This design comes from an exercise in tuning for small area, a short achievable clock period and few clock cycles on the open sky130 flow, not from production work. At most, simulation tests tie the RTL to the original design; equivalence was not proved. No functional check of the RTL was part of runs 2 to 8. Power figures rest on the tool's default switching activity, not on a simulated workload.

`design.v`:
```
`timescale 1ns / 1ps
module div32(
    input clk,
    input rst,
    input start,
    input [31:0] dividend,
    input [31:0] divisor,
    output [31:0] quotient,
    output [31:0] remainder,
    output reg finish
);
reg [63:0] rem_reg;
reg [31:0] divisor_reg;
reg [5:0] count;
reg running;
assign quotient = rem_reg[31:0];
assign remainder = rem_reg[63:32];
wire [63:0] rem_shifted = rem_reg << 1;
wire [32:0] sub_temp = {1'b0, rem_shifted[63:32]} - {1'b0, divisor_reg}; 
wire sub_borrow = sub_temp[32];
wire [31:0] sub_result = sub_temp[31:0];
always @(posedge clk or posedge rst) begin
    if (rst) begin
        rem_reg <= 64'b0;
        divisor_reg <= 32'b0;
        finish <= 1'b0;
        running <= 1'b0;
        count <= 6'b0;
    end else begin
        if (start) begin  
            if (divisor == 32'b0) begin   
                rem_reg <= 64'b0;
                finish <= 1'b1;
                running <= 1'b0;
            end 
            else if (dividend < divisor) begin  
                rem_reg <= {dividend, 32'b0};  
                finish <= 1'b1;
                running <= 1'b0;
            end 
            else begin  
                rem_reg <= {32'b0, dividend};  
                divisor_reg <= divisor;
                finish <= 1'b0;
                running <= 1'b1;
                count <= 6'b0;
            end
        end 
        else if (running) begin
            if (count < 32) begin
                if (sub_borrow) begin  
                    rem_reg <= {rem_shifted[63:32], rem_shifted[31:1], 1'b0};  
                end 
                else begin
                    rem_reg <= {sub_result, rem_shifted[31:1], 1'b1};  
                end
                count <= count + 1;
            end 
            else begin
                finish <= 1'b1;
                running <= 1'b0;
            end
        end
    end
end
endmodule
```
`config.mk`:
```
export PLATFORM = sky130hd
export DESIGN_NAME = div32
export DESIGN_NICKNAME = div32
export VERILOG_FILES = /design/flow/design.v
export SDC_FILE = /design/flow/constraint.sdc
export NUM_CORES = 8
export LEC_CHECK = 0
export CAP_MARGIN = 20
export CORE_MARGIN = 2
export CORE_UTILIZATION = 40
export PLACE_DENSITY = 0.6
export SLEW_MARGIN = 20
```
`constraint.sdc`:
```
create_clock -name core_clock -period 5.0 [get_ports {clk}]
set_input_delay 1.0000 -clock core_clock [delete_from_list [all_inputs] [get_ports {clk}]]
set_output_delay 1.0000 -clock core_clock [all_outputs]
set_load 0.01 [all_outputs]
```
`run.sh`:
```
#!/bin/bash
# synth_recipe.tcl (not shown) runs the flow's synth.tcl, then flattens the netlist and writes it again
# the make line also repeats each setting of config.mk as NAME=value (left out here)
make -C /OpenROAD-flow-scripts/flow DESIGN_CONFIG=/design/flow/config.mk WORK_HOME=/design/flow/orfs CLKGATE_MAP_FILE= SYNTH_SCRIPT=/design/flow/synth_recipe.tcl finish
```
==> summary.txt, run 1 <==
Floorplanning
  – Core ar.: 0.0180 mm²
  – # IOs: 132
  – Die X: 140 µm
  – Initial Util: 40.8%
  – FP Rows: 49
  – Die area: approximately 0.02 mm²
  – Die extent in y: 140 µm

Global route
  – Overall Global Routing Usage: 25.0%
  – Antenna violations before repair: 0
  – Vias in the first global route: around 6700
  – Pin count of the biggest net entering global routing: 64
  – Total gr overflow: 0
  – First-pass GRT wire length: 38500 µm

Synthesis
  – Mapped Avg Cell Area: between 8 and 9 µm²
  – Post-synth top cells: dfrtp_1, nand2_1, nor2_1, inv_1, ha_1
  – Top cell type's share of synthesized area: a little over a third
  – Synth warn: 1
  – Seq/Total Area, Yosys: a little over a third
  – Synth cell types: between 50 and 60
  – Ys async rst share: 100%
  – Number of synthesized flops with an enable pin: 0
  – Cell count after synthesis: 886
  – Number of synthesized register bits: 104
  – Yosys top cell by area: dfrtp_1
  – Syn Std Cell Area: about 0.0073 mm²
  – Synth Net Count: 1018
  – Ys flop type: dfrtp_1
  – Largest cells by area after synthesis: dfrtp_1, ha_1, nand2_1

Job
  – Max Cap Viol: 0

Setup path
  – Crit Path Class: primary input to register
  – Crit. End Element: register
  – Req. time, crit path: 5290 ps
  – R2R depth: 13
  – CP arrival: about 4400 ps
  – Startpoint types: primary input
  – Worst-path maximum fanout: 38
  – Flop2flop setup slack: 1030 ps

Timing
  – # setup viols final: 0
  – RSZ-0062 raised after global routing: no
  – Slew @ Worst Pin: 903 ps
  – Final Hold Fails: 0
  – Max-slew headroom: 39.6%
  – Fin crit period: a little over 4000 ps
  – Tcrit/Tclk final: 82.8%
  – Slew Viols, Final: 0
  – Fin worst setup slack: 858 ps
  – TNS Setup: 0 ps
  – Fmax: 241 MHz
  – Setup Skew: 13.0 ps

Drt
  – Final ANT Viol Nets: 0
  – DRT iter0 DRCs: between 400 and 500
  – Drt total wl: 24000 µm
  – Drt pass-1 iters: 5
  – Vias per cell: 5.77
  – Residual DRC count: 0
  – Vias: just over 7000
  – Routed len/inst: roughly 20 µm

Cells and area
  – Layout Nets: ~1100
  – FF+latch area: 0.00260 mm²
  – Diode count: 0
  – Area delta synth->final: 24.7%
  – Multi-input combinational cell area: 0.00427 mm²
  – Share of cells above drive strength 1: 4.41%
  – Fillers: ~1800
  – Fin util: 50.9%
  – Cell area after layout: 0.00917 mm²
  – Largest register FFs: 64

Placed design
  – Placed cell areas: just under 0.009 mm²
  – Setup slack at placement: 500 ps
  – Post-DP HPWL: 17500 µm
  – Gpl congestion: 0.916
  – Port Buffers: ~130

Clock tree
  – Post-CTS sizing: 0
  – Clk slew on worst S/H paths: roughly 70 ps
  – Clock sinks: between 100 and 150
  – CTS buffer count: 9
  – # H-tree levels: 3
  – Max Root-Sink Buffers: 2
  – Post-CTS Setup Inserts: 0
  – # hold bufs at CTS: 0
  – Clock Latency Late Sink: 370 ps
  – CTS tree: done
  – CTS root buffer: clkbuf_16

Outcome
  – Status: timing/DRC/antenna clean

Pwr
  – Leakage: 4.08 nW
  – Worst VDD drop: 256 µV
  – Power Density: ~480 mW/mm²
  – Total power: around 0.0044 W

Worst hold path
  – Hold crit path type: register to register
  – Worst hold stages: 1
==> cells in the final DEF, fill, tap and decap left out, drive strengths merged, types with 4 or more instances in the layout <==
| cell | count |
|---|---|
| a211oi | 10 |
| a21boi | 5 |
| a21o | 13 |
| a21oi | 51 |
| a31o | 4 |
| a31oi | 10 |
| a32oi | 25 |
| and3 | 7 |
| buf | 16 |
| clkbuf | 11 |
| clkdlybuf4s50 | 130 |
| dfrtp | 104 |
| ha | 64 |
| inv | 74 |
| mux2i | 6 |
| nand2 | 104 |
| nand2b | 6 |
| nand3 | 10 |
| nand4 | 12 |
| nor2 | 82 |
| nor2b | 12 |
| nor4 | 9 |
| o211ai | 9 |
| o21a | 36 |
| o21ai | 77 |
| o21bai | 4 |
| o22a | 4 |
| o22ai | 30 |
| o31a | 4 |
| o31ai | 5 |
| xnor2 | 16 |
| xor2 | 11 |
==> through the flow <==
step / cells / hold WS, ps
after floorplan: 886 / 462
after global placement: 1212 / 475
after detailed placement: 1212 / 491
after CTS: 1227 / 506
after global routing: 1227 / 527
final: 1227 / 501
==> worst max-delay path: stages <==
cell and delay (ps):
clkdlybuf4s50_1 530, inv_1 60, ha_1 290, a21o_1 110
a211o_1 140, a31oi_1 60, or4_1 520, o211ai_1 290
a211oi_4 140, nor2b_4 730, buf_4 350, nand2_1 80
o21ai_1 90
==> final cells by class <==
type | count | area share, %
Inverter | 74 | 3.06
Multi-Input combinational cell | 659 | 46.6
Timing Repair Buffer | 146 | 15.6
Clock buffer | 11 | 2.65
Tap cell | 229 | 3.13
Sequential cell | 104 | 28.4
Clock inverter | 4 | 0.601
==> power by group <==
part / internal, W / switching [W] / leakage, nW
Combinational: 0.00108 / 0.00136 / 2.64
Sequential: 0.00104 / 0.000190 / 1.30
Clock: 0.000402 / 0.000337 / 0.142
Total: 0.00252 / 0.00188 / 4.08
==> worst paths after layout <==
kind / end / startpoint
worst max-delay path: divisor_reg[8] / divisor[9]
worst min-delay path: divisor_reg[0] / divisor_reg[0]
worst max register to register: rem_reg[36] / rem_reg[31]
worst min register to register: divisor_reg[0] / divisor_reg[0]
max in group asynchronous: divisor_reg[31] / rst
min in group asynchronous: rem_reg[3] / rst
==> layer usage <==
| metal | up-vias | routed length (µm) | GRT usage, % |
|---|---|---|---|
| met3 | 34 | 1470 | 3.61 |
| li1 | 3392 | - | - |
| met2 | 247 | 11400 | 41.8 |
| met1 | 3403 | 10700 | 34.2 |
| met5 | - | 0 | 0 |
| met4 | 0 | 459 | 6.68 |
==> cell families (layout without fill, tap and decap cells) <==
| group | count (synthesis) | after routing | synth area share [%] |
|---|---|---|---|
| compound gates | 303 | 303 | 27.1 |
| simple gates | 257 | 257 | 15.4 |
| buf+inv | 123 | 235 | 6.69 |
| flops | 104 | 104 | 35.4 |
| fa+ha+maj | 65 | 65 | 11.2 |
| xor+xnor | 27 | 27 | 3.22 |
| mux | 7 | 7 | 0.970 |
Testbench counts, summed over its fixed seeds: cycles 136,437.
==> run 2, diff against run 1 <==
==> design.v (replaced) <==
`timescale 1ns / 1ps
module div32(
    input clk,
    input rst,
    input start,
    input [31:0] dividend,
    input [31:0] divisor,
    output [31:0] quotient,
    output [31:0] remainder,
    output reg finish
);
reg [31:0] r;       
reg [31:0] q;       
reg [31:0] d;       
reg [4:0]  j;       
reg        norm;    
reg        iter;    
assign quotient  = q;
assign remainder = r;
function [5:0] lzc;
    input [31:0] x;
    integer i;
    begin
        lzc = 6'd32;
        for (i = 0; i < 32; i = i + 1)
            if (x[i]) lzc = 6'd31 - i[5:0];
    end
endfunction
wire [5:0] za = lzc(r);
wire [5:0] zb = lzc(d);
wire       dz = (d == 32'b0);
wire [5:0] sh = zb - za;           
wire       lt = zb < za;           
wire [32:0] sub = {1'b0, r} - {1'b0, d};
wire        ge  = ~sub[32];
always @(posedge clk or posedge rst) begin
    if (rst) begin
        finish <= 1'b0;
        norm   <= 1'b0;
        iter   <= 1'b0;
    end else if (start) begin
        finish <= 1'b0;
        norm   <= 1'b1;
        iter   <= 1'b0;
    end else if (norm) begin
        norm <= 1'b0;
        if (dz | lt) finish <= 1'b1;
        else         iter   <= 1'b1;
    end else if (iter) begin
        if (j == 5'd0) begin
            iter   <= 1'b0;
            finish <= 1'b1;
        end
    end
end
always @(posedge clk) begin
    if (start) begin
        r <= dividend;
        d <= divisor;
        q <= 32'b0;
    end else if (norm) begin
        if (dz) r <= 32'b0;
        d <= d << sh[4:0];
        j <= sh[4:0];
    end else if (iter) begin
        if (ge) r <= sub[31:0];
        q <= {q[30:0], ge};
        d <= d >> 1;
        j <= j - 5'd1;
    end
end
endmodule
==> run 2 against run 1 <==
  * Register-to-register slack worse by 660 ps
  * Worst hold slack worse by 42 ps
  * Combinational power rose to 2.6 times the previous value
  * Still clean on timing, DRC and antenna
  * Sequential power up 25%
==> summary.txt, run 2 <==
Pwr
  – Clk network pwr share: 9.1%
  – Power Density: 824 mW/mm²
  – Leakage: roughly 4.0 nW
  – Sequential share of power: 18.0%
  – Worst VDD drop: 503 µV
  – NetSw: 0.00425 W
  – Combinational share of power: 72.9%
  – Internal: 0.00429 W
  – Total power: 0.00854 W
  – Switching Fraction: 49.8%

Cells and area
  – Share of cells above drive strength 1: under 10%
  – Commonest non-fill, non-tap cell in the layout: nand2_1
  – Diode count: 0
  – Layout Nets: approximately 1200
  – Commonest non-fill, non-tap cells in the layout: nand2_1, clkdlybuf4s50_1, a21oi_1
  – Area delta synth->final: 25.6%
  – Finished Layout Cells: about 1400

Timing
  – RSZ-0062 raised after global routing: no
  – Final Hold Fails: 0
  – # setup viols final: 0
  – Fmax: roughly 220 MHz
  – Setup Skew: 11.3 ps
  – Tcrit/Tclk final: 92.5%
  – Fin worst setup slack: about 370 ps
  – Max-slew headroom: 53.6%
  – Slew @ Worst Pin: 694 ps
  – Fin crit period: 4630 ps
  – Slew Viols, Final: 0
  – TNS Setup: 0 ps
  – Hold WS: 459 ps

Synthesis
  – Seq/Total Area, Yosys: 33.8%
  – Number of synthesized flops with an enable pin: 69
  – Ys async rst share: a little under 3%
  – Syn Std Cell Area: 0.00826 mm²
  – Top cell type's share of synthesized area: 25.1%
  – Number of synthesized register bits: 104
  – Synth cell types: 74
  – Synth warn: 1
  – Mapped Avg Cell Area: between 8 and 9 µm²
  – Synth Net Count: around 1100
  – Largest cells by area after synthesis: edfxtp_1, nand2_1, dfxtp_1
  – Post-synth top cells: nand2_1, a21oi_1, o21ai_0, edfxtp_1, nor2_1
  – Yosys top cell by area: edfxtp_1
  – Most common cell in the synthesized netlist: nand2_1
  – Cell count after synthesis: 984
  – Ys flop type: edfxtp_1

Placed design
  – Port Buffers: 131
  – Placed Cells: 1367
  – Gpl congestion: 0.931
  – Setup slack at placement: 468 ps
  – Post-DP HPWL: 20400 µm

Outcome
  – Status: timing/DRC/antenna clean

Clock tree
  – # H-tree levels: 3
  – CTS root buffer: clkbuf_16
  – CTS buffer count: 9
  – Post-CTS sizing: 0
  – Max Root-Sink Buffers: 2
  – Clock sinks: 104
  – Post-CTS Setup Inserts: 0
  – CTS tree: done
  – Clk slew on worst S/H paths: 80 ps
  – Clock Latency Late Sink: between 300 and 400 ps
  – # hold bufs at CTS: 0

Floorplanning
  – Initial Util: 40.8%
  – Die X: between 100 and 150 µm
  – Die area: 0.0218 mm²
  – FP Rows: 52
  – Die extent in y: 148 µm
  – Core ar.: 0.0202 mm²
  – # IOs: 132

Job
  – Max Cap Viol: 0

Drt
  – Residual DRC count: 0
  – Drt pass-1 iters: 8
  – Routed len/inst: 19.7 µm
  – Vias: 8068
  – Final ANT Viol Nets: 0
  – DRT iter0 DRCs: between 700 and 800
  – Drt total wl: 27300 µm
  – Vias per cell: 5.83

Global route
  – Met1 global-route usage: 35.7%
  – Overall Global Routing Usage: 25.0%
  – Pin count of the biggest net entering global routing: 60
  – Total gr overflow: 0
  – First-pass GRT wire length: 42600 µm
  – Antenna violations before repair: 0
  – Met2 Use GR: between 30% and 40%
  – Vias in the first global route: 7593
  – Top Usage Layer GRT: met2
  – GR Util met3: roughly 4.2%

Setup path
  – Crit Path Class: register to register
  – CP arrival: 4740 ps
  – Crit path largest cell delay: 560 ps
  – R2R depth: 15
  – Critical path's slowest cell: fa_1
  – Req. time, crit path: 5120 ps
  – Crit. End Element: register
  – Worst-path maximum fanout: 26
  – Startpoint types: register
  – Critical-path cell list: nor2_1, o311ai_0, a311oi_1, nor3_1, o311ai_0, a311oi_1, o31ai_1, a31oi_1, fa_1, buf_12, mux4_2, mux2i_1, mux2i_1, a221oi_1, o31ai_1

Worst hold path
  – Worst hold stages: 2
  – Hold crit path type: register to register
## run 2: final timing paths
check,end,slack [ps],start
max,d[30],370,d[1]
min,q[31],460,q[31]
max reg2reg,d[30],370,d[1]
min reg2reg,q[31],460,q[31]
max in group asynchronous,norm,4080,rst
min in group asynchronous,iter,790,rst
## run 2: final cells by class
cell class              count  area [µm²]
clock buffers               9         225
clock inverters             7        85.1
fillers                  1925        9870
inverters                  57         214
multi-input cells         768        5070
flip-flops and latches    104        2790
well taps                 270         338
repair buffers            168        1650
## run 2: critical path: cells and delay by family (launching register included)
kind	cells	cell delay (ps)
AND/OR/NAND/NOR	2	260
multiplexers	3	910
buffers and inverters	1	190
flip-flops	1	520
AO/OA/AOI/OAI	8	1950
adder cells (fa/ha/maj)	1	560
## run 2: layer usage
layer | part of all wire [%] | vias to the layer above
li1 | - | 3894
met2 | 45 | 328
met3 | 7.1 | 31
met1 | 46 | 3815
met4 | 1.6 | 0
met5 | 0 | -
## run 2: power groups by stage
stage                     combinational, W  clock [W]  sequential [W]
after detailed placement           0.00609          0         0.00153
after global placement             0.00610          0         0.00154
final                              0.00622   0.000777         0.00154
after global routing               0.00674   0.000813         0.00156
after CTS                          0.00612   0.000795         0.00152
after floorplan                    0.00413          0         0.00142
## run 2: logic make-up after synthesis
kind of cell / Yosys count / synth area share (%)
AOI/OAI and AO/OA: 309 / 24.5
xor gates and xnor gates: 27 / 2.86
adders and majority gates: 42 / 6.55
buffers and inverters: 112 / 5.24
DFF: 104 / 33.8
muxes: 51 / 8.62
and+or+nand+nor: 339 / 18.5
## run 2: metrics by stage
stage | cell area, µm² | utilization [%]
finish | 10400 | 51.2
global placement | 10100 | 49.7
detailed placement | 10100 | 49.7
floorplan | 8260 | -
CTS | 10400 | 51.2
global route | 10400 | 51.2
==> run 3, diff against run 2 <==
==> design.v (replaced) <==
`timescale 1ns / 1ps
module div32(
    input clk,
    input rst,
    input start,
    input [31:0] dividend,
    input [31:0] divisor,
    output [31:0] quotient,
    output [31:0] remainder,
    output reg finish
);
reg [31:0] r;       
reg [31:0] q;       
reg [31:0] d;       
reg [4:0]  j;       
reg        norm;    
reg        iter;    
assign quotient  = q;
assign remainder = r;
function [5:0] lzc32;    
    input [31:0] x;
    reg [15:0] v1; reg [15:0] c1;           
    reg [7:0]  v2; reg [15:0] c2;           
    reg [3:0]  v3; reg [11:0] c3;           
    reg [1:0]  v4; reg [7:0]  c4;           
    integer i;
    begin
        for (i = 0; i < 16; i = i + 1) begin
            v1[i] = x[2*i+1] | x[2*i];
            c1[i] = ~x[2*i+1];
        end
        for (i = 0; i < 8; i = i + 1) begin
            v2[i] = v1[2*i+1] | v1[2*i];
            c2[2*i+:2] = v1[2*i+1] ? {1'b0, c1[2*i+1]} : {1'b1, c1[2*i]};
        end
        for (i = 0; i < 4; i = i + 1) begin
            v3[i] = v2[2*i+1] | v2[2*i];
            c3[3*i+:3] = v2[2*i+1] ? {1'b0, c2[2*(2*i+1)+:2]} : {1'b1, c2[2*(2*i)+:2]};
        end
        for (i = 0; i < 2; i = i + 1) begin
            v4[i] = v3[2*i+1] | v3[2*i];
            c4[4*i+:4] = v3[2*i+1] ? {1'b0, c3[3*(2*i+1)+:3]} : {1'b1, c3[3*(2*i)+:3]};
        end
        lzc32 = {~(v4[1] | v4[0]), v4[1] ? {1'b0, c4[7:4]} : {1'b1, c4[3:0]}};
    end
endfunction
wire [5:0] la = lzc32(dividend);
wire [5:0] lb = lzc32(divisor);
wire       bz = lb[5];                           
wire [5:0] sh = {1'b0, lb[4:0]} - {1'b0, la[4:0]};   
wire       triv = bz | sh[5];                    
wire [32:0] sub = {1'b0, r} - {1'b0, d};
wire        ge  = ~sub[32];
always @(posedge clk or posedge rst) begin
    if (rst) begin
        finish <= 1'b0;
        norm   <= 1'b0;
        iter   <= 1'b0;
    end else if (start) begin
        finish <= triv;
        norm   <= ~triv;
        iter   <= 1'b0;
    end else if (norm) begin
        norm <= 1'b0;
        iter <= 1'b1;
    end else if (iter) begin
        if (j == 5'd0) begin
            iter   <= 1'b0;
            finish <= 1'b1;
        end
    end
end
always @(posedge clk) begin
    if (start) begin
        r <= bz ? 32'b0 : dividend;
        d <= divisor;
        q <= 32'b0;
        j <= sh[4:0];
    end else if (norm) begin
        d <= d << j;
    end else if (iter) begin
        if (ge) r <= sub[31:0];
        q <= {q[30:0], ge};
        d <= d >> 1;
        j <= j - 5'd1;
    end else begin
        d <= d >> 1;
    end
end
endmodule
--- a/config.mk
+++ b/config.mk
@@ -5,8 +5,10 @@
 export SDC_FILE = /design/flow/constraint.sdc
 export NUM_CORES = 8
 export LEC_CHECK = 0
+export ABC_CLOCK_PERIOD_IN_PS = 2500
 export CAP_MARGIN = 20
 export CORE_MARGIN = 2
 export CORE_UTILIZATION = 40
 export PLACE_DENSITY = 0.6
+export SETUP_SLACK_MARGIN = 2.5
 export SLEW_MARGIN = 20
==> run 3 against run 2 <==
  * First-iteration DRC count is 2.4% lower
  * Wire length is 6.4% higher
  * Register-to-register slack better by 1800 ps
  * Worst hold slack worse by 3.6 ps
  * Via count is 3.9% higher
  * Non-clock buffer count is 38 higher
==> summary.txt, run 3 <==
Floorplanning
  – Die extent in y: 146 µm
  – Die X: 146 µm
  – FP Rows: 51
  – Initial Util: 41.0%
  – Die area: between 0.02 and 0.025 mm²
  – # IOs: ~130
  – Core ar.: 0.0196 mm²

Setup path
  – Crit path largest cell delay: 390 ps
  – Cell family with most CP delay: buffers and inverters
  – Req. time, crit path: roughly 5100 ps
  – Critical-path cell list: clkdlybuf4s15_1, nor2_1, a211oi_2, nor3_2, nor4_4, o41ai_2, a211oi_2, buf_4, fa_2, buf_4, buf_6, xor2_1, nand2_1, o21ai_1
  – Startpoint types: primary input
  – Crit. End Element: register
  – Worst-path maximum fanout: 4
  – Flop2flop setup slack: approximately 2200 ps
  – Critical path's slowest cell: fa_2
  – CP arrival: about 3400 ps
  – Buffers & Inverters on Critical Path: 4
  – Crit Path Class: primary input to register

Cells and area
  – Commonest non-fill, non-tap cell in the layout: nand2_1
  – Share of cells above drive strength 1: 23.5%
  – Diode count: 0
  – Fillers: approximately 1800
  – Layout Nets: 1295
  – Commonest non-fill, non-tap cells in the layout: nand2_1, a21oi_1, o21ai_0
  – Area delta synth->final: 37.7%

Global route
  – Overall Global Routing Usage: 26.5%
  – Pin count of the biggest net entering global routing: 76
  – Vias in the first global route: 8054
  – Total gr overflow: 0
  – Antenna violations before repair: 0
  – First-pass GRT wire length: 44600 µm

Synthesis
  – Ys async rst share: 2.88%
  – Most common cell in the synthesized netlist: nand2_1
  – Number of synthesized flops with an enable pin: 39
  – Syn Std Cell Area: 0.00804 mm²
  – Post-synth top cells: nand2_1, a21oi_1, o21ai_0, nor2_1, dfxtp_1
  – Cell count after synthesis: 1024
  – Seq/Total Area, Yosys: 31.0%
  – Yosys top cell by area: dfxtp_1
  – Synth cell types: 65
  – Synth Net Count: 1132
  – Largest cells by area after synthesis: dfxtp_1, edfxtp_1, nand2_1
  – Number of synthesized register bits: ~100
  – Mapped Avg Cell Area: 7.85 µm²
  – Synth warn: 1
  – Top cell type's share of synthesized area: between 10% and 20%
  – Ys flop type: dfxtp_1

Drt
  – Vias per cell: 5.75
  – Vias: 8383
  – Residual DRC count: 0
  – DRT iter0 DRCs: 744
  – Drt total wl: 29000 µm
  – Drt pass-1 iters: 6
  – Final ANT Viol Nets: 0
  – Routed len/inst: 19.9 µm

Clock tree
  – Max Root-Sink Buffers: 2
  – # H-tree levels: 3
  – Clock Latency Late Sink: 370 ps
  – CTS root buffer: clkbuf_16
  – Clock sinks: 104
  – Clk slew on worst S/H paths: 80 ps
  – CTS tree: done
  – CTS buffer count: 9

Timing
  – Slew @ Worst Pin: between 700 and 800 ps
  – Slew Viols, Final: 0
  – Setup Skew: 10.7 ps
  – Max-slew headroom: a little under half
  – TNS Setup: 0 ps
  – Fin crit period: 3290 ps
  – # setup viols final: 0
  – Tcrit/Tclk final: 65.9%
  – RSZ-0062 raised after global routing: yes
  – Final Hold Fails: 0
  – Fmax: ~300 MHz

Job
  – Max Cap Viol: 0

Pwr
  – Power Density: 386 mW/mm²
  – Total power: roughly 0.0043 W
  – Worst VDD drop: between 200 and 250 µV
  – Leakage: 4.32 nW

Placed design
  – Post-DP HPWL: between 20000 and 25000 µm
  – Port Buffers: 131
  – Gpl congestion: 0.924

Worst hold path
  – Hold crit path type: register to register

Outcome
  – Status: timing/DRC/antenna clean
-- run 3: cell types whose count changed in the layout (fill, tap and decap cells not counted), sizes merged, moves of 14 or more --
| cell | delta |
|---|---|
| dlygate4sd2 | +14 |
| edfxtp | -30 |
| nor2 | +19 |
| buf | +60 |
| clkdlybuf4s50 | -60 |
| a21oi | +14 |
| nand2 | +22 |
| dfxtp | +30 |
-- run 3: area by class of cell --
cell class / count / area (µm²) / area share, %
Tap cell: 265 / 332 / 3.00
Sequential cell: 104 / 2520 / 22.7
Clock buffer: 9 / 225 / 2.04
Timing Repair Buffer: 206 / 1860 / 16.8
Multi-Input combinational cell: 806 / 5830 / 52.7
Inverter: 60 / 235 / 2.13
Clock inverter: 7 / 73.8 / 0.667
-- run 3: path summary, 6_finish.rpt --
check                          to       start  cells after the start
setup reg to reg            r[31]       r[17]                     10
hold / removal              q[31]       q[31]                      2
min in group asynchronous  finish         rst                      2
hold reg to reg             q[31]       q[31]                      2
max in group asynchronous    iter         rst                      2
setup / recovery             j[2]  divisor[8]                     14
-- run 3: repair_timing --
item                       CTS  global route
pin swaps                   57            33
buffers inserted            44            17
gates resized for setup    231           104
gates cloned                 4             0
hold buffers                 0             0
setup endpoints to repair   99            81
-- run 3: cell families (layout without fill, tap and decap cells) --
family	after synthesis	in the layout	share of synthesized area [%]
adders and majority gates	41	41	6.57
xor gates and xnor gates	29	29	3.16
buffers and inverters	117	282	5.73
and+or+nand+nor	361	361	19.3
DFF	104	104	31.0
AOI/OAI and AO/OA	306	309	23.4
muxes	66	66	10.9
-- run 3: worst register-to-register path: stages, from the launching register on --
cell	delay, ps
edfxtp_1	430
ha_2	410
and2_1	250
nand3_2	160
o221ai_1	230
nand3_1	170
nand3_4	150
a31oi_4	100
a211oi_2	190
buf_4	190
a21o_4	220
-- run 3: report_power, final --
| group | switching, W | total [W] | internal [W] | leakage [nW] |
|---|---|---|---|---|
| clock | 0.000379 | 0.000735 | 0.000356 | 0.147 |
| sequential | 0.000128 | 0.00117 | 0.00105 | 0.942 |
| combinational | 0.00130 | 0.00237 | 0.00107 | 3.23 |
-- run 3: stage by stage --
stage	instances	util, %	hold slack, ps	cell area (µm²)	setup slack, ps
4_1_cts	1440	54.7	456	10700	1780
3_5_place_dp	1376	49.2	446	9640	828
6_report	1457	56.5	456	11100	1710
5_1_grt	1457	56.5	487	11100	1630
3_3_place_gp	1376	49.2	444	9640	862
2_1_floorplan	1024	-	481	8130	1680
-- run 3: layer usage --
layer  track usage (%)  part of all wire (%)
met1              35.4                    44
met2              43.8                    48
met3              3.79                   5.4
met5                 0                     0
met4              9.80                   3.0
==> run 4, diff against run 3 <==
==> config.mk (replaced) <==
export PLATFORM = sky130hd
export DESIGN_NAME = div32
export DESIGN_NICKNAME = div32
export VERILOG_FILES = /design/flow/design.v
export SDC_FILE = /design/flow/constraint.sdc
export NUM_CORES = 8
export LEC_CHECK = 0
export ABC_CLOCK_PERIOD_IN_PS = 2000
export CAP_MARGIN = 20
export CORE_MARGIN = 2
export CORE_UTILIZATION = 40
export PLACE_DENSITY = 0.6
export SETUP_SLACK_MARGIN = 3.0
export SLEW_MARGIN = 20
==> run 4 against run 3 <==
  * Sequential power about the same
  * Area after synthesis stayed put
  * Setup slack improved by 34 ps
  * Critical path depth up 1
  * Sequential cell count is the same
  * Wire length up 12%
  * Final cell count rose by 6.2%
  * Die area unchanged
  * Critical path type unchanged
  * Critical endpoint is now j[4]
  * Highest routed layer unchanged
==> summary.txt, run 4 <==
Cells and area
  – Layout Nets: about 1400
  – Commonest non-fill, non-tap cells in the layout: nand2_1, buf_4, buf_6
  – Diode count: 0
  – Fillers: 1622
  – Share of cells above drive strength 1: a little over two fifths
  – Finished Layout Cells: 1547
  – Fin util: 64.6%
  – Commonest non-fill, non-tap cell in the layout: nand2_1
  – Cell area after layout: 0.0127 mm²
  – Area delta synth->final: 57.5%

Drt
  – DRT iter0 DRCs: roughly 950
  – Routed len/inst: around 21 µm
  – Final ANT Viol Nets: 0
  – Vias per cell: 5.93
  – Drt total wl: 32700 µm
  – Residual DRC count: 0
  – Drt pass-1 iters: 6
  – Vias: 9166

Synthesis
  – Mapped Avg Cell Area: 7.85 µm²
  – Seq/Total Area, Yosys: 31.0%
  – Largest cells by area after synthesis: dfxtp_1, edfxtp_1, nand2_1
  – Number of synthesized flops with an enable pin: 39
  – Syn Std Cell Area: 0.00804 mm²
  – Synth cell types: 65
  – Cell count after synthesis: 1024
  – Synth warn: 1
  – Ys async rst share: 2.88%
  – Top cell type's share of synthesized area: 15.4%
  – Number of synthesized register bits: between 100 and 150
  – Yosys top cell by area: dfxtp_1
  – Post-synth top cells: nand2_1, a21oi_1, o21ai_0, nor2_1, dfxtp_1
  – Ys flop type: dfxtp_1
  – Most common cell in the synthesized netlist: nand2_1
  – Synth Net Count: 1132

Clock tree
  – Max Root-Sink Buffers: 2
  – CTS buffer count: 9
  – Clock Latency Late Sink: 370 ps
  – Clk slew on worst S/H paths: 80 ps
  – # hold bufs at CTS: 0
  – CTS tree: done
  – # H-tree levels: 3
  – CTS root buffer: clkbuf_16
  – Clock sinks: approximately 100

Floorplanning
  – Die X: 146 µm
  – Die area: approximately 0.021 mm²
  – # IOs: about 130
  – Core ar.: 0.0196 mm²
  – FP Rows: 51
  – Initial Util: between 40 and 50%
  – Die extent in y: 146 µm

Setup path
  – Req. time, crit path: about 5100 ps
  – Buffers & Inverters on Critical Path: 2
  – Most used cell, CP: a211oi_2
  – Crit Path Class: primary input to register
  – Crit. End Element: register
  – Crit path largest cell delay: 390 ps
  – Worst-path maximum fanout: 3
  – Critical path's slowest cell: fa_2
  – CP arrival: 3370 ps
  – Startpoint types: primary input
  – Cell family with most CP delay: compound AO/OA/AOI/OAI gates
  – Critical-path cell list: buf_8, nor2_4, o31ai_4, a211oi_2, nor3_2, nor4_4, o41ai_2, a211oi_2, buf_4, fa_2, a21o_1, a21oi_2, xnor2_1, nand2_1, o21ai_1

Timing
  – Setup Skew: about 9 ps
  – Fmax: 307 MHz
  – # setup viols final: 0
  – Final Hold Fails: 0
  – RSZ-0062 raised after global routing: yes
  – Max-slew headroom: between 60% and 70%
  – Fin crit period: 3260 ps
  – Slew Viols, Final: 0
  – Hold WS: 455 ps
  – TNS Setup: 0 ps
  – Slew @ Worst Pin: slightly below 600 ps
  – Tcrit/Tclk final: 65.2%

Pwr
  – Power Density: 394 mW/mm²
  – Leakage: 5.00 nW
  – Worst VDD drop: 237 µV

Global route
  – Pin count of the biggest net entering global routing: 77
  – Overall Global Routing Usage: 28.8%
  – Total gr overflow: 0
  – Antenna violations before repair: 0
  – First-pass GRT wire length: around 48000 µm
  – Vias in the first global route: 8717

Job
  – Max Cap Viol: 0

Placed design
  – Port Buffers: around 130
  – Placed Cells: 1372
  – Post-DP HPWL: 20700 µm
  – Placed cell areas: 0.00977 mm²
  – Gpl congestion: 0.908

Worst hold path
  – Hold crit path type: register to register

Outcome
  – Status: timing/DRC/antenna clean
-- run 4: cells by family (layout without fill, tap and decap cells) --
logic type	after synthesis	count (layout)	synth area share [%]
and+or+nand+nor	361	361	19.3
adders and majority gates	41	41	6.57
AOI/OAI and AO/OA	306	311	23.4
muxes	66	66	10.9
DFF	104	104	31.0
buffers and inverters	117	370	5.73
xor gates and xnor gates	29	29	3.16
-- run 4: routing by layer --
| metal | global-route usage [%] | wire length, µm |
|---|---|---|
| met1 | 37.9 | 13200 |
| met2 | 47.8 | 15700 |
| met3 | 4.83 | 2480 |
| met4 | 10.0 | 1280 |
| met5 | 0 | 0 |
-- run 4: what timing repair did --
| item | CTS | global route |
|---|---|---|
| gates resized for setup | 581 | 229 |
| setup endpoints to repair | 207 | 167 |
| setup buffers | 94 | 54 |
| gates cloned | 10 | 1 |
| pin swaps | 76 | 74 |
-- run 4: power by group --
| group | switching, W | total [W] | internal, W | leakage [nW] |
|---|---|---|---|---|
| clock | 0.000389 | 0.000750 | 0.000361 | 0.151 |
| sequential | 0.000150 | 0.00120 | 0.00105 | 0.949 |
| combinational | 0.00159 | 0.00304 | 0.00145 | 3.90 |
-- run 4: metrics by stage --
| step | worst slack (ps) | total power, W |
|---|---|---|
| 6_report | 1740 | 0.00498 |
| 3_5_place_dp | 798 | 0.00322 |
| 5_1_grt | 1690 | 0.00522 |
| 2_1_floorplan | 1680 | 0.00261 |
| 4_1_cts | 1750 | 0.00452 |
| 3_3_place_gp | 871 | 0.00323 |
-- run 4: worst min-delay path: stages, from the launching register on --
cell and delay [ps]:
dfxtp_1 310, nand2_1 50, a21oi_1 50
-- run 4: path summary, 6_finish.rpt --
path,from,endpoint,slack (ps),cells after the start
max,divisor[3],j[4],1740,15
min,q[31],q[31],450,2
max reg2reg,r[0],r[30],2210,12
min reg2reg,q[31],q[31],450,2
max in group asynchronous,rst,norm,3960,2
min in group asynchronous,rst,iter,830,2
-- run 4: layout make-up --
cell class	instances	area, µm²	area share (%)
flip-flops and latches	104	2550	20.1
multi-input cells	808	6510	51.5
clock buffers	9	225	1.78
well taps	265	332	2.62
repair buffers	293	2700	21.3
clock inverters	7	83.8	0.662
repair inverters	1	7.51	0.0593
inverters	60	251	1.99
==> run 5, diff against run 4 <==
--- a/design.v
+++ b/design.v
@@ -12,17 +12,18 @@
 reg [31:0] r;       
 reg [31:0] q;       
 reg [31:0] d;       
-reg [4:0]  j;       
+reg [4:0]  za;      
+reg [5:0]  j;       
 reg        norm;    
 reg        iter;    
 assign quotient  = q;
 assign remainder = r;
-function [5:0] lzc32;    
+function [5:0] lzc32;
     input [31:0] x;
-    reg [15:0] v1; reg [15:0] c1;           
-    reg [7:0]  v2; reg [15:0] c2;           
-    reg [3:0]  v3; reg [11:0] c3;           
-    reg [1:0]  v4; reg [7:0]  c4;           
+    reg [15:0] v1; reg [15:0] c1;
+    reg [7:0]  v2; reg [15:0] c2;
+    reg [3:0]  v3; reg [11:0] c3;
+    reg [1:0]  v4; reg [7:0]  c4;
     integer i;
     begin
         for (i = 0; i < 16; i = i + 1) begin
@@ -46,9 +47,8 @@
 endfunction
 wire [5:0] la = lzc32(dividend);
 wire [5:0] lb = lzc32(divisor);
-wire       bz = lb[5];                           
-wire [5:0] sh = {1'b0, lb[4:0]} - {1'b0, la[4:0]};   
-wire       triv = bz | sh[5];                    
+wire [5:0] sh   = {1'b0, j[4:0]} - {1'b0, za};    
+wire       triv = j[5] | sh[5];                   
 wire [32:0] sub = {1'b0, r} - {1'b0, d};
 wire        ge  = ~sub[32];
 always @(posedge clk or posedge rst) begin
@@ -57,14 +57,15 @@
         norm   <= 1'b0;
         iter   <= 1'b0;
     end else if (start) begin
-        finish <= triv;
-        norm   <= ~triv;
+        finish <= 1'b0;
+        norm   <= 1'b1;
         iter   <= 1'b0;
     end else if (norm) begin
-        norm <= 1'b0;
-        iter <= 1'b1;
+        norm   <= 1'b0;
+        finish <= triv;
+        iter   <= ~triv;
     end else if (iter) begin
-        if (j == 5'd0) begin
+        if (j[4:0] == 5'd0) begin
             iter   <= 1'b0;
             finish <= 1'b1;
         end
@@ -72,17 +73,19 @@
 end
 always @(posedge clk) begin
     if (start) begin
-        r <= bz ? 32'b0 : dividend;
-        d <= divisor;
-        q <= 32'b0;
-        j <= sh[4:0];
+        r  <= lb[5] ? 32'b0 : dividend;
+        d  <= divisor;
+        q  <= 32'b0;
+        za <= la[4:0];
+        j  <= lb;
     end else if (norm) begin
-        d <= d << j;
+        d <= d << sh[4:0];
+        j <= sh;
     end else if (iter) begin
         if (ge) r <= sub[31:0];
         q <= {q[30:0], ge};
         d <= d >> 1;
-        j <= j - 5'd1;
+        j <= j - 6'd1;
     end else begin
         d <= d >> 1;
     end
--- a/config.mk
+++ b/config.mk
@@ -5,10 +5,9 @@
 export SDC_FILE = /design/flow/constraint.sdc
 export NUM_CORES = 8
 export LEC_CHECK = 0
-export ABC_CLOCK_PERIOD_IN_PS = 2000
 export CAP_MARGIN = 20
 export CORE_MARGIN = 2
 export CORE_UTILIZATION = 40
 export PLACE_DENSITY = 0.6
-export SETUP_SLACK_MARGIN = 3.0
+export SETUP_SLACK_MARGIN = 2.8
 export SLEW_MARGIN = 20
==> run 5 against run 4 <==
  * Setup slack better by 290 ps
  * Clock skew is 4.3 ps higher
  * Critical path type is now register to register
  * Final cell count is 1.5% lower
  * Sequential cell count is 6 higher
  * Non-clock buffer count is 59 lower
  * Count of clock-buffer cells in the layout stayed put
  * First-iteration DRC count is 4.3% lower
  * Worst hold slack better by 12 ps
  * Largest cell class unchanged
==> summary.txt, run 5 <==
Synthesis
  – Seq/Total Area, Yosys: 31.7%
  – Ys async rst share: 2.73%
  – Number of synthesized register bits: 110
  – Cell count after synthesis: 1052
  – Synth Net Count: 1159
  – Post-synth top cells: nand2_1, a21oi_1, inv_1, dfxtp_1, nor2_1
  – Most common cell in the synthesized netlist: nand2_1
  – Yosys top cell by area: edfxtp_1
  – Synth warn: 1
  – Largest cells by area after synthesis: edfxtp_1, dfxtp_1, nand2_1
  – Ys flop type: dfxtp_1
  – Mapped Avg Cell Area: 7.99 µm²
  – Syn Std Cell Area: 0.00841 mm²
  – Number of synthesized flops with an enable pin: 45
  – Synth cell types: 72
  – Top cell type's share of synthesized area: 16.1%

Global route
  – Overall Global Routing Usage: 28.0%
  – Vias in the first global route: 8540
  – Pin count of the biggest net entering global routing: 75
  – Total gr overflow: 0
  – Antenna violations before repair: 0
  – First-pass GRT wire length: 47500 µm

Setup path
  – Crit. End Element: register
  – Crit Path Class: register to register
  – CP arrival: approximately 3200 ps
  – Startpoint types: register
  – Critical-path cell list: inv_2, ha_4, inv_2, fa_2, buf_6, buf_12, mux4_2, nand2_2, nand2_2, or2_1, a32oi_1, o21ai_1
  – Critical path's slowest cell: fa_2
  – R2R depth: 12
  – Cell count along the critical path: 12
  – Buffers & Inverters on Critical Path: 4
  – Crit path largest cell delay: around 620 ps
  – Worst-path maximum fanout: 7
  – Req. time, crit path: 5250 ps
  – Cell family with most CP delay: adder cells

Timing
  – RSZ-0062 raised after global routing: yes
  – # setup viols final: 0
  – Final Hold Fails: 0
  – TNS Setup: 0 ps
  – Fmax: approximately 340 MHz
  – Max-slew headroom: slightly above 60%
  – Slew Viols, Final: 0
  – Fin crit period: 2970 ps
  – Tcrit/Tclk final: 59.5%
  – Slew @ Worst Pin: 580 ps
  – Setup Skew: approximately 13 ps

Cells and area
  – Layout Nets: about 1400
  – Share of cells above drive strength 1: 31.6%
  – Commonest non-fill, non-tap cell in the layout: nand2_1
  – Diode count: 0
  – Commonest non-fill, non-tap cells in the layout: nand2_1, a21oi_1, dlygate4sd2_1
  – Area delta synth->final: 46.0%

Pwr
  – Internal: roughly 0.0033 W
  – Clk network pwr share: 12.8%
  – Switching Fraction: 45.7%
  – Leakage: slightly below 5 nW
  – Sequential share of power: 21.6%
  – Power Density: between 400 and 500 mW/mm²
  – Combinational share of power: 65.6%
  – Total power: a little over 0.006 W
  – Worst VDD drop: 233 µV
  – NetSw: 0.00277 W

Floorplanning
  – # IOs: 132
  – Core ar.: 0.0208 mm²
  – Die area: 0.0222 mm²
  – Die extent in y: ~150 µm
  – Die X: between 100 and 150 µm
  – FP Rows: between 50 and 60
  – Initial Util: about two fifths

Drt
  – Residual DRC count: 0
  – Drt pass-1 iters: 5
  – DRT iter0 DRCs: 904
  – Final ANT Viol Nets: 0
  – Drt total wl: 31900 µm
  – Vias per cell: 5.98
  – Routed len/inst: between 20 and 25 µm
  – Vias: 9108

Job
  – Max Cap Viol: 0

Placed design
  – Port Buffers: 131
  – Post-DP HPWL: between 20000 and 25000 µm
  – Gpl congestion: 0.924

Clock tree
  – CTS root buffer: clkbuf_16
  – Clk slew on worst S/H paths: ~80 ps
  – CTS tree: done
  – Max Root-Sink Buffers: 2
  – Clock sinks: 110
  – # hold bufs at CTS: 0
  – Clock Latency Late Sink: 380 ps
  – CTS buffer count: 9
  – # H-tree levels: 3

Worst hold path
  – Hold crit path type: register to register
  – Worst hold stages: 2

Outcome
  – Status: timing/DRC/antenna clean
-- run 5: final timing paths --
check / from / to / slack (ps)
worst min-delay path: q[25] / q[26] / 470
worst min register to register: q[25] / q[26] / 470
worst max register to register: j[0] / d[12] / 2030
min in group asynchronous: rst / norm / 800
worst max-delay path: j[0] / d[12] / 2030
max in group asynchronous: rst / finish / 4070
-- run 5: power groups by stage --
stage	Combinational, W	Clock [W]	Sequential (W)
3_3_place_gp	0.00298	0	0.00132
3_5_place_dp	0.00298	0	0.00131
6_report	0.00398	0.000779	0.00131
2_1_floorplan	0.00215	0	0.00129
4_1_cts	0.00357	0.000793	0.00130
5_1_grt	0.00425	0.000820	0.00133
-- run 5: logic make-up (layout without fill, tap and decap cells) --
family          count (synthesis)  in the layout  synth area share, %
simple gates                  380            383                 20.2
compound gates                311            314                 23.4
fa+ha+maj                      40             40                 6.13
mux                            49             49                 9.05
flops                         110            110                 31.7
xor+xnor                       33             33                 3.44
buf+inv                       129            320                 6.07
-- run 5: what timing repair did --
item / 4_1_cts / 5_1_grt
gates resized for setup: 370 / 117
gates cloned: 5 / 3
pin swaps: 84 / 67
setup endpoints to repair: 174 / 113
buffers inserted: 69 / 16
-- run 5: metrics by stage --
stage | instances | util [%] | hold slack [ps] | instance area (µm²) | setup WS (ps)
2_1_floorplan | 1052 | - | 481 | 8710 | 2280
3_3_place_gp | 1415 | 49.0 | 446 | 10200 | 1370
3_5_place_dp | 1415 | 49.0 | 460 | 10200 | 1400
4_1_cts | 1505 | 56.5 | 470 | 11800 | 2070
5_1_grt | 1524 | 59.0 | 485 | 12300 | 1960
6_report | 1524 | 59.0 | 467 | 12300 | 2030
-- run 5: final cells by class --
class / instances / area [µm²]
Multi-Input combinational cell: 819 / 6550
Clock buffer: 9 / 225
Fill cell: 1854 / 8550
Inverter: 70 / 263
Clock inverter: 7 / 86.3
Timing Repair Buffer: 234 / 2100
Sequential cell: 110 / 2710
Tap cell: 275 / 344
-- run 5: worst min-delay path, delay by kind of cell (launching register included) --
kind / cells / cell delay (ps)
AO/OA/AOI/OAI: 1 / 50
AND/OR/NAND/NOR: 1 / 50
flip-flops: 1 / 330
-- run 5: routing by layer --
metal	vias up	global-route usage [%]	wire length (µm)
met5	-	0	0
met4	0	12.7	1190
met3	90	5.57	2500
met2	447	43.7	14900
met1	4340	37.5	13300
li1	4231	-	-
==> run 6, diff against run 5 <==
--- a/config.mk
+++ b/config.mk
@@ -5,6 +5,7 @@
 export SDC_FILE = /design/flow/constraint.sdc
 export NUM_CORES = 8
 export LEC_CHECK = 0
+export ABC_CLOCK_PERIOD_IN_PS = 2000
 export CAP_MARGIN = 20
 export CORE_MARGIN = 2
 export CORE_UTILIZATION = 40
==> run 6 against run 5 <==
  * Still clean on timing, DRC and antenna
  * Synthesized cell count unchanged
  * Area after synthesis unchanged
  * Global-route usage unchanged
  * Largest power group unchanged
==> summary.txt, run 6 <==
Outcome
  – Status: timing/DRC/antenna clean

Synthesis
  – Number of synthesized flops with an enable pin: 45
  – Yosys top cell by area: edfxtp_1
  – Synth warn: 1
  – Mapped Avg Cell Area: roughly 8.0 µm²
  – Synth cell types: 72
  – Largest cells by area after synthesis: edfxtp_1, dfxtp_1, nand2_1
  – Post-synth top cells: nand2_1, a21oi_1, inv_1, dfxtp_1, nor2_1
  – Seq/Total Area, Yosys: 31.7%
  – Number of synthesized register bits: 110
  – Ys async rst share: 2.73%
  – Synth Net Count: about 1200
  – Top cell type's share of synthesized area: 16.1%
  – Most common cell in the synthesized netlist: nand2_1
  – Syn Std Cell Area: 0.00841 mm²
  – Cell count after synthesis: 1052
  – Ys flop type: dfxtp_1

Floorplanning
  – Die extent in y: 149 µm
  – Core ar.: 0.0208 mm²
  – Initial Util: 40.4%
  – FP Rows: 53
  – # IOs: between 100 and 150
  – Die area: about 0.022 mm²
  – Die X: 149 µm

Global route
  – Met2 Use GR: 43.7%
  – Vias in the first global route: 8540
  – Overall Global Routing Usage: 28.0%
  – Antenna violations before repair: 0
  – Met1 global-route usage: 37.5%
  – Total gr overflow: 0
  – Pin count of the biggest net entering global routing: 75
  – First-pass GRT wire length: 47500 µm
  – GR Util met3: 5.57%
  – Top Usage Layer GRT: met2

Setup path
  – CP arrival: 3220 ps
  – Flop2flop setup slack: 2030 ps
  – Worst-path maximum fanout: 7
  – Req. time, crit path: between 5000 and 6000 ps
  – Startpoint types: register
  – Crit. End Element: register
  – Crit Path Class: register to register

Clock tree
  – CTS root buffer: clkbuf_16
  – CTS buffer count: 9
  – # hold bufs at CTS: 0
  – Clock sinks: 110
  – CTS tree: done
  – # H-tree levels: 3
  – Clock Latency Late Sink: 380 ps
  – Max Root-Sink Buffers: 2
  – Clk slew on worst S/H paths: around 80 ps

Drt
  – Vias per cell: 5.98
  – Residual DRC count: 0
  – DRT iter0 DRCs: between 900 and 1000
  – Routed len/inst: roughly 21 µm
  – Drt pass-1 iters: 5
  – Vias: between 9000 and 10000
  – Final ANT Viol Nets: 0
  – Drt total wl: approximately 32000 µm

Placed design
  – Post-DP HPWL: 21700 µm
  – Port Buffers: 131
  – Placed Cells: 1415
  – Gpl congestion: 0.924

Cells and area
  – Area delta synth->final: 46.0%
  – Diode count: 0
  – Finished Layout Cells: approximately 1500
  – Commonest non-fill, non-tap cells in the layout: nand2_1, a21oi_1, dlygate4sd2_1
  – Fin util: 59.0%
  – Layout Nets: 1351
  – Commonest non-fill, non-tap cell in the layout: nand2_1
  – Share of cells above drive strength 1: a little under a third

Pwr
  – Total power: 0.00607 W
  – Leakage: 4.94 nW
  – Worst VDD drop: 233 µV
  – Power Density: 495 mW/mm²

Timing
  – RSZ-0062 raised after global routing: yes
  – TNS Setup: 0 ps
  – Fmax: 336 MHz
  – Slew @ Worst Pin: 580 ps
  – Slew Viols, Final: 0
  – Max-slew headroom: just over 60%
  – # setup viols final: 0
  – Final Hold Fails: 0
  – Fin crit period: 2970 ps
  – Tcrit/Tclk final: between 50 and 60%
  – Setup Skew: 13.4 ps

Job
  – Max Cap Viol: 0

Worst hold path
  – Hold crit path type: register to register
[run 6: cell counts in the layout (fill, tap and decap cells not counted)]
Identical to the previous run, type by type.
[run 6: kinds of logic after synthesis]
group / count (synthesis) / synth area share (%)
and+or+nand+nor: 380 / 20.2
AOI/OAI and AO/OA: 311 / 23.4
adders and majority gates: 40 / 6.13
buffers and inverters: 129 / 6.07
xor gates and xnor gates: 33 / 3.44
muxes: 49 / 9.05
DFF: 110 / 31.7
[run 6: layer usage]
metal | share of wire, % | vias to the layer above
met1 | 42 | 4340
met2 | 47 | 447
li1 | - | 4231
met4 | 3.7 | 0
met3 | 7.8 | 90
met5 | 0 | -
[run 6: worst max-delay path, stage by stage (launching register included)]
cell and delay [ps]:
edfxtp_1 440, inv_2 100, ha_4 120, inv_2 40, fa_2 620, buf_6 150, buf_12 140, mux4_2 550
nand2_2 90, nand2_2 50, or2_1 240, a32oi_1 220, o21ai_1 80
[run 6: stage by stage]
step | setup slack (ps) | instance area (µm²) | hold WS [ps]
2_1_floorplan | 2280 | 8710 | 481
3_3_place_gp | 1370 | 10200 | 446
3_5_place_dp | 1400 | 10200 | 460
4_1_cts | 2070 | 11800 | 470
5_1_grt | 1960 | 12300 | 485
6_report | 2030 | 12300 | 467
[run 6: area by class of cell]
cell class,count,area [µm²]
Fill cell,1854,8550
Multi-Input combinational cell,819,6550
Sequential cell,110,2710
Timing Repair Buffer,234,2100
Tap cell,275,344
Inverter,70,263
Clock buffer,9,225
Clock inverter,7,86.3
[run 6: report_power, final]
| part | switching, W | internal (W) | leakage, nW | total, W |
|---|---|---|---|---|
| sequential | 0.000168 | 0.00114 | 1.01 | 0.00131 |
| clock | 0.000413 | 0.000366 | 0.154 | 0.000779 |
| combinational | 0.00219 | 0.00179 | 3.78 | 0.00398 |
| total | 0.00277 | 0.00330 | 4.94 | 0.00607 |
[run 6: repair_timing]
item / in CTS / in global routing
buffers inserted: 69 / 16
endpoints found under the setup margin: 174 / 113
resized for setup: 370 / 117
pin swaps: 84 / 67
cloned: 5 / 3
[run 6: worst paths after layout]
path | start | end | cells past startpoint
worst max-delay path | j[0] | d[12] | 12
worst min-delay path | q[25] | q[26] | 2
worst max register to register | j[0] | d[12] | 12
worst min register to register | q[25] | q[26] | 2
max in group asynchronous | rst | finish | 2
min in group asynchronous | rst | norm | 2
==> run 7, diff against run 6 <==
--- a/design.v
+++ b/design.v
@@ -47,7 +47,18 @@
 endfunction
 wire [5:0] la = lzc32(dividend);
 wire [5:0] lb = lzc32(divisor);
-wire [5:0] sh   = {1'b0, j[4:0]} - {1'b0, za};    
+wire [4:0] sp = j[4:0] ^ ~za;
+wire [4:0] sg = j[4:0] & ~za;
+wire [5:0] sc;                                    
+assign sc[0] = 1'b1;
+assign sc[1] = sg[0] | sp[0];
+assign sc[2] = sg[1] | (sp[1] & sg[0]) | (sp[1] & sp[0]);
+assign sc[3] = sg[2] | (sp[2] & sg[1]) | (sp[2] & sp[1] & sg[0]) | (sp[2] & sp[1] & sp[0]);
+assign sc[4] = sg[3] | (sp[3] & sg[2]) | (sp[3] & sp[2] & sg[1]) | (sp[3] & sp[2] & sp[1] & sg[0])
+             | (sp[3] & sp[2] & sp[1] & sp[0]);
+assign sc[5] = sg[4] | (sp[4] & sg[3]) | (sp[4] & sp[3] & sg[2]) | (sp[4] & sp[3] & sp[2] & sg[1])
+             | (sp[4] & sp[3] & sp[2] & sp[1] & sg[0]) | (sp[4] & sp[3] & sp[2] & sp[1] & sp[0]);
+wire [5:0] sh   = {~sc[5], sp ^ sc[4:0]};         
 wire       triv = j[5] | sh[5];                   
 wire [32:0] sub = {1'b0, r} - {1'b0, d};
 wire        ge  = ~sub[32];
--- a/config.mk
+++ b/config.mk
@@ -5,7 +5,6 @@
 export SDC_FILE = /design/flow/constraint.sdc
 export NUM_CORES = 8
 export LEC_CHECK = 0
-export ABC_CLOCK_PERIOD_IN_PS = 2000
 export CAP_MARGIN = 20
 export CORE_MARGIN = 2
 export CORE_UTILIZATION = 40
==> run 7 against run 6 <==
  * Count of clock-buffer cells in the layout up 1
  * Sequential cell count unchanged
  * Critical endpoint is now d[31]
  * Wire length up 16%
  * Setup slack better by 140 ps
  * Sequential power about the same
  * Global-route usage up 1.8 points
  * Final cell count up 4.3%
  * Final area up 8.2%
  * Fmax up 5.0%
  * Clock power down 7.2%
  * Highest routed layer unchanged
  * Synthesized cell count up 2.6%
  * First-iteration DRC count up 19%
  * Still clean on timing, DRC and antenna
==> summary.txt, run 7 <==
Timing
  – Max-slew headroom: a little under half
  – Setup Skew: 9.54 ps
  – Fin worst setup slack: 2170 ps
  – TNS Setup: 0 ps
  – Final Hold Fails: 0
  – Fin crit period: about 2800 ps
  – Slew @ Worst Pin: 794 ps
  – # setup viols final: 0
  – Tcrit/Tclk final: 56.6%
  – Fmax: between 300 and 400 MHz
  – RSZ-0062 raised after global routing: yes
  – Slew Viols, Final: 0

Clock tree
  – CTS root buffer: clkbuf_16
  – Clock Latency Late Sink: ~370 ps
  – # H-tree levels: 3
  – Max Root-Sink Buffers: 2
  – CTS buffer count: 9
  – CTS tree: done
  – Clk slew on worst S/H paths: approximately 80 ps
  – Clock sinks: 110
  – # hold bufs at CTS: 0

Floorplanning
  – Die extent in y: 151 µm
  – FP Rows: 53
  – Initial Util: around 41%
  – Die area: 0.0227 mm²
  – # IOs: about 130
  – Core ar.: roughly 0.021 mm²
  – Die X: roughly 150 µm

Drt
  – Routed len/inst: 23.2 µm
  – Vias per cell: 6.11
  – DRT iter0 DRCs: 1073
  – Vias: 9718
  – Drt total wl: 36900 µm
  – Final ANT Viol Nets: 0
  – Drt pass-1 iters: 5
  – Residual DRC count: 0

Setup path
  – Worst-path maximum fanout: 6
  – Flop2flop setup slack: 2170 ps
  – Most used cell, CP: mux2i_4
  – Setup crit start: za[1]
  – Req. time, crit path: 5120 ps
  – Crit path largest cell delay: 420 ps
  – CP arrival: 2960 ps
  – Crit Path Class: register to register
  – Crit. End Element: register
  – Critical path's slowest cell: edfxtp_1
  – R2R depth: 11
  – Startpoint types: register
  – RR Endpoint: d[31]
  – Critical-path cell list: inv_2, ha_4, xnor2_4, buf_12, buf_8, mux2i_4, mux2i_1, mux2_4, mux2i_4, nand2_1, a32o_1
  – R2r startpoint: za[1]
  – Worst setup path endpoint: d[31]

Synthesis
  – Compound-Gate Fraction of Synth Area: 22.6%
  – Mux contribution to synthesized area: 11.3%
  – Synth Net Count: 1186
  – Most common cell in the synthesized netlist: nand2_1
  – Number of synthesized register bits: 110
  – Synth warn: 1
  – Cell count after synthesis: roughly 1100
  – Ys async rst share: ~2.7%
  – Simple-Gate Fraction of Synth Area: 20.1%
  – Synth Area in Adders: 5.91%
  – Synth cell types: 77
  – Ys flop type: dfxtp_1
  – Synth Area in XOR/XNOR: 2.94%
  – Top cell type's share of synthesized area: about 16%
  – Number of synthesized flops with an enable pin: 45
  – Largest family of logic cells by synthesized area: compound AO/OA/AOI/OAI gates
  – Seq/Total Area, Yosys: 31.0%
  – Post-synth top cells: nand2_1, a21oi_1, mux2i_1, nor2_1, o21ai_0
  – Syn Std Cell Area: 0.00859 mm²
  – Yosys top cell by area: edfxtp_1
  – Largest cells by area after synthesis: edfxtp_1, dfxtp_1, mux2i_1
  – Mapped Avg Cell Area: 7.96 µm²

Placed design
  – Port Buffers: 131
  – Gpl congestion: 0.930
  – Post-DP HPWL: 22800 µm
  – Setup slack at placement: ~1100 ps

Cells and area
  – Commonest non-fill, non-tap cell in the layout: nand2_1
  – Share of cells above drive strength 1: 34.8%
  – Layout Nets: roughly 1400
  – FF+latch area: 0.00270 mm²
  – Diode count: 0
  – Multi-input combinational cell area: 0.00692 mm²
  – Fillers: 1735
  – Area delta synth->final: 54.6%
  – Commonest non-fill, non-tap cells in the layout: nand2_1, buf_4, a21oi_1

Pwr
  – Power Density: 501 mW/mm²
  – Leakage: 5.47 nW
  – Worst VDD drop: 210 µV

Worst hold path
  – Worst Hold Launch: q[31]
  – Hold crit path type: register to register

Global route
  – First-pass GRT wire length: ~51000 µm
  – Total gr overflow: 0
  – Antenna violations before repair: 0
  – Overall Global Routing Usage: around 30%
  – Vias in the first global route: 8855
  – Pin count of the biggest net entering global routing: 82

Job
  – Max Cap Viol: 0

Outcome
  – Status: timing/DRC/antenna clean
run 7: changes by cell type after synthesis, moves of 7 or more:
cell      delta
nor2_1      +16
o21ai_1     -30
a31oi_1     +10
mux2i_1     +56
nand2_1     -31
o21ai_0     +30
mux4_2      -14
clkbuf_1     +9
o221ai_1     -9
a221oi_1     -7
run 7: cells by family after synthesis:
family          count (synthesis)
compound gates                310
xor+xnor                       28
fa+ha+maj                      40
buf+inv                       131
flops                         110
mux                            88
simple gates                  372
run 7: repair_timing:
action / CTS / global route
buffers inserted: 80 / 45
hold endpoints to repair: 0 / 0
pin swaps: 65 / 57
setup endpoints to repair: 182 / 117
cloned: 10 / 3
resized for setup: 372 / 218
run 7: layout make-up:
class                   count  share of cell area [%]
clock buffers              10                    1.72
clock inverters             6                   0.396
inverters                  66                    1.89
multi-input cells         842                    52.1
flip-flops and latches    110                    20.3
well taps                 275                    2.59
repair buffers            281                    21.0
run 7: worst min path at each step:
stage | slack, ps | to | cells after the start
4_1_cts | 470 | q[21] | 2
2_1_floorplan | 480 | q[31] | 2
3_3_place_gp | 440 | q[31] | 2
6_report | 460 | q[31] | 2
3_5_place_dp | 460 | q[31] | 2
5_1_grt | 480 | q[9] | 2
run 7: metrics by stage:
| step | util, % | area (µm²) | hold WS (ps) | instances | power, W |
|---|---|---|---|---|---|
| 2_1_floorplan | - | 8850 | 481 | 1079 | 0.00337 |
| 3_3_place_gp | 48.8 | 10300 | 442 | 1436 | 0.00419 |
| 3_5_place_dp | 48.8 | 10300 | 456 | 1436 | 0.00417 |
| 4_1_cts | 57.6 | 12100 | 468 | 1542 | 0.00578 |
| 5_1_grt | 63.2 | 13300 | 482 | 1590 | 0.00691 |
| 6_report | 63.2 | 13300 | 463 | 1590 | 0.00666 |
run 7: routing by layer:
metal / track usage [%] / up-vias / part of all wire, %
met4: 14.3 / 0 / 5.0
met3: 3.64 / 127 / 8.4
met5: 0 / - / 0
met2: 47.3 / 558 / 47
met1: 40.2 / 4638 / 40
li1: - / 4395 / -
run 7: report_power, final:
| part | switching (W) | internal [W] |
|---|---|---|
| combinational | 0.00247 | 0.00217 |
| sequential | 0.000176 | 0.00113 |
| clock | 0.000374 | 0.000349 |
| total | 0.00302 | 0.00364 |
run 7: worst max-delay path, delay by kind of cell, from the launching register on:
kind                       cells  cell delay, ps
muxes                          4             820
buffers and inverters          3             460
DFF                            1             420
AOI/OAI and AO/OA              1             270
adders and majority gates      1             250
xor gates and xnor gates       1             250
and+or+nand+nor                1             120
==> run 8, diff against run 7 <==
--- a/design.v
+++ b/design.v
@@ -58,10 +58,12 @@
              | (sp[3] & sp[2] & sp[1] & sp[0]);
 assign sc[5] = sg[4] | (sp[4] & sg[3]) | (sp[4] & sp[3] & sg[2]) | (sp[4] & sp[3] & sp[2] & sg[1])
              | (sp[4] & sp[3] & sp[2] & sp[1] & sg[0]) | (sp[4] & sp[3] & sp[2] & sp[1] & sp[0]);
-wire [5:0] sh   = {~sc[5], sp ^ sc[4:0]};         
+wire [5:0] sh   = {~sc[5], sp ^ sc[4:0]};
 wire       triv = j[5] | sh[5];                   
 wire [32:0] sub = {1'b0, r} - {1'b0, d};
 wire        ge  = ~sub[32];
+wire        take = iter & ge;
+wire [31:0] flip = {32{take}} & (r ^ sub[31:0]);
 always @(posedge clk or posedge rst) begin
     if (rst) begin
         finish <= 1'b0;
@@ -83,22 +85,22 @@
     end
 end
 always @(posedge clk) begin
+    za <= la[4:0];
     if (start) begin
-        r  <= lb[5] ? 32'b0 : dividend;
-        d  <= divisor;
-        q  <= 32'b0;
-        za <= la[4:0];
-        j  <= lb;
-    end else if (norm) begin
-        d <= d << sh[4:0];
-        j <= sh;
-    end else if (iter) begin
-        if (ge) r <= sub[31:0];
-        q <= {q[30:0], ge};
-        d <= d >> 1;
-        j <= j - 6'd1;
+        r <= lb[5] ? 32'b0 : dividend;
+        d <= divisor;
+        j <= lb;
     end else begin
-        d <= d >> 1;
+        r <= r ^ flip;
+        if (norm) begin
+            d <= d << sh[4:0];
+            j <= sh;
+        end else begin
+            d <= d >> 1;
+            j <= j - 6'd1;
+        end
     end
+    if (start)     q <= 32'b0;
+    else if (iter) q <= {q[30:0], ge};
 end
 endmodule
--- a/config.mk
+++ b/config.mk
@@ -9,5 +9,5 @@
 export CORE_MARGIN = 2
 export CORE_UTILIZATION = 40
 export PLACE_DENSITY = 0.6
-export SETUP_SLACK_MARGIN = 2.8
+export SETUP_SLACK_MARGIN = 3.2
 export SLEW_MARGIN = 20
==> run 8 against run 7 <==
  * Still clean
  * Final cell count shrank 7.2%
  * Sequential power shrank 9.9%
  * Final area shrank 6.6%
  * Highest routed layer unchanged
==> summary.txt, run 8 <==
Outcome
  – Status: timing/DRC/antenna clean

Synthesis
  – Ys flop type: dfxtp_1
  – Number of synthesized register bits: 110
  – Most common cell in the synthesized netlist: nor2_1
  – Mapped Avg Cell Area: ~8.5 µm²
  – Largest cells by area after synthesis: dfxtp_1, edfxtp_1, mux2i_1
  – Synth warn: 1
  – Yosys top cell by area: dfxtp_1
  – Cell count after synthesis: between 900 and 1000
  – Ys async rst share: 2.73%
  – Number of synthesized flops with an enable pin: 34
  – Post-synth top cells: nor2_1, mux2i_1, dfxtp_1, nand2_1, a21oi_1
  – Synth Net Count: 1077
  – Top cell type's share of synthesized area: 17.7%
  – Synth cell types: 81

Setup path
  – Startpoint types: register
  – Critical path's slowest cell: fa_2
  – Worst-path maximum fanout: 15
  – Critical-path cell list: inv_2, ha_4, fa_2, nand2b_4, a21oi_4, o31a_4, o211ai_1, buf_4, a211oi_4, o21ai_4, nor2_4, buf_12, a32o_1
  – Crit Path Class: register to register
  – R2R depth: 13

Cells and area
  – Area delta synth->final: 50.6%
  – Diode count: 0
  – Share of cells above drive strength 1: 39.8%
  – Commonest non-fill, non-tap cell in the layout: buf_6
  – Layout Nets: 1307
  – Commonest non-fill, non-tap cells in the layout: buf_6, nor2_1, buf_4

Placed design
  – Post-DP HPWL: around 21000 µm
  – Port Buffers: 131
  – Gpl congestion: 0.912

Worst hold path
  – Worst hold stages: 2
  – Hold crit path type: register to register

Global route
  – Antenna violations before repair: 0
  – Overall Global Routing Usage: 27.6%
  – Pin count of the biggest net entering global routing: slightly below 60
  – Total gr overflow: 0
  – First-pass GRT wire length: 46800 µm
  – Vias in the first global route: 8261

Floorplanning
  – # IOs: 132
  – Die X: around 150 µm
  – Die area: 0.0218 mm²
  – FP Rows: 52
  – Die extent in y: 148 µm
  – Initial Util: 40.7%

Timing
  – Fin crit period: 2850 ps
  – TNS Setup: 0 ps
  – Fmax: 350 MHz
  – RSZ-0062 raised after global routing: yes
  – # setup viols final: 0
  – Slew @ Worst Pin: 977 ps
  – Fin worst setup slack: 2150 ps
  – Final Hold Fails: 0
  – Tcrit/Tclk final: 57.1%
  – Max-slew headroom: about a third
  – Setup Skew: 12.1 ps
  – Slew Viols, Final: 0

Clock tree
  – CTS root buffer: clkbuf_16
  – CTS tree: done
  – # hold bufs at CTS: 0
  – # H-tree levels: 3
  – CTS buffer count: 9
  – Clock sinks: 110
  – Clock Latency Late Sink: 370 ps

Drt
  – Routed len/inst: 21.0 µm
  – Residual DRC count: 0
  – DRT iter0 DRCs: approximately 830
  – Drt total wl: 31000 µm
  – Vias: 8622

Pwr
  – Leakage: 5.11 nW
  – Power Density: between 400 and 500 mW/mm²
  – Worst VDD drop: 203 µV
run 8: cell count changes in the layout (fill, tap and decap cells not counted), moves of 20 or more:
cell | previous run | this run
a22o_1 | 0 | 27
buf_6 | 25 | 104
mux2i_4 | 30 | 2
nand2_2 | 23 | 3
dlygate4sd2_1 | 81 | 18
nand2_1 | 125 | 69
mux2i_1 | 31 | 75
a21oi_1 | 89 | 55
dfxtp_2 | 21 | 45
buf_4 | 98 | 77
run 8: worst paths after layout:
path | from | end | slack [ps]
worst max-delay path | register | register | 2150
worst min-delay path | q[31] | q[31] | 520
worst max register to register | register | register | 2150
worst min register to register | q[31] | q[31] | 520
max in group asynchronous | rst | iter | 4060
min in group asynchronous | rst | finish | 800
run 8: layout make-up:
| type | instances | area (µm²) |
|---|---|---|
| Tap cell | 270 | 338 |
| Fill cell | 1748 | 7820 |
| Clock inverter | 6 | 51.3 |
| Clock buffer | 10 | 229 |
| Sequential cell | 110 | 2620 |
| Timing Repair Buffer | 261 | 2520 |
| Multi-Input combinational cell | 753 | 6410 |
| Inverter | 65 | 246 |
run 8: metrics by stage:
step	util, %	hold WS, ps	cells	power, W	area, µm²
2_1_floorplan	-	496	970	0.00292	8610
3_3_place_gp	49.4	483	1329	0.00355	9990
3_5_place_dp	49.4	491	1329	0.00353	9990
4_1_cts	59.1	513	1457	0.00477	12000
5_1_grt	61.4	544	1475	0.00527	12400
6_report	61.4	516	1475	0.00501	12400
run 8: report_power, final:
part           switching, W  internal, W  total [W]
clock              0.000379     0.000349   0.000728
sequential         0.000130      0.00105    0.00118
combinational       0.00171      0.00140    0.00311
total               0.00221      0.00280    0.00501
run 8: critical path: cells and delay by family (launching register included):
kind / cells / cell delay (ps)
compound gates: 6 / 970
fa+ha+maj: 2 / 550
buf+inv: 3 / 400
simple gates: 2 / 400
flops: 1 / 370
run 8: logic make-up after synthesis:
logic type	after synthesis	share of synthesized area (%)
XOR/XNOR	35	4.13
adder cells (fa/ha/maj)	40	6.16
AND/OR/NAND/NOR	274	15.5
multiplexers	107	13.4
flip-flops	110	31.0
buffers and inverters	115	5.68
AO/OA/AOI/OAI	289	24.1
run 8: per-layer routing:
metal / wire, µm / vias up / track usage (%)
li1: - / 4041 / -
met1: 13600 / 4163 / 38.7
met2: 14200 / 359 / 42.7
met3: 2160 / 59 / 4.60
met4: 990 / 0 / 10.1
met5: 0 / - / 0
run 8: repair_timing:
action,4_1_cts,5_1_grt
setup endpoints to repair,181,177
pin swaps,74,61
gates cloned,8,2
gates resized for setup,666,99
buffers inserted,104,16

Re-timed with assumed drivers on the ports (clkbuf_16 on the clock, buf_2 on other inputs), run 8 has 2.146 ns of setup slack against 2.146 ns with ideal ports, and 2.146 ns once port delays also move by the mid clock arrival of 0.412 ns.
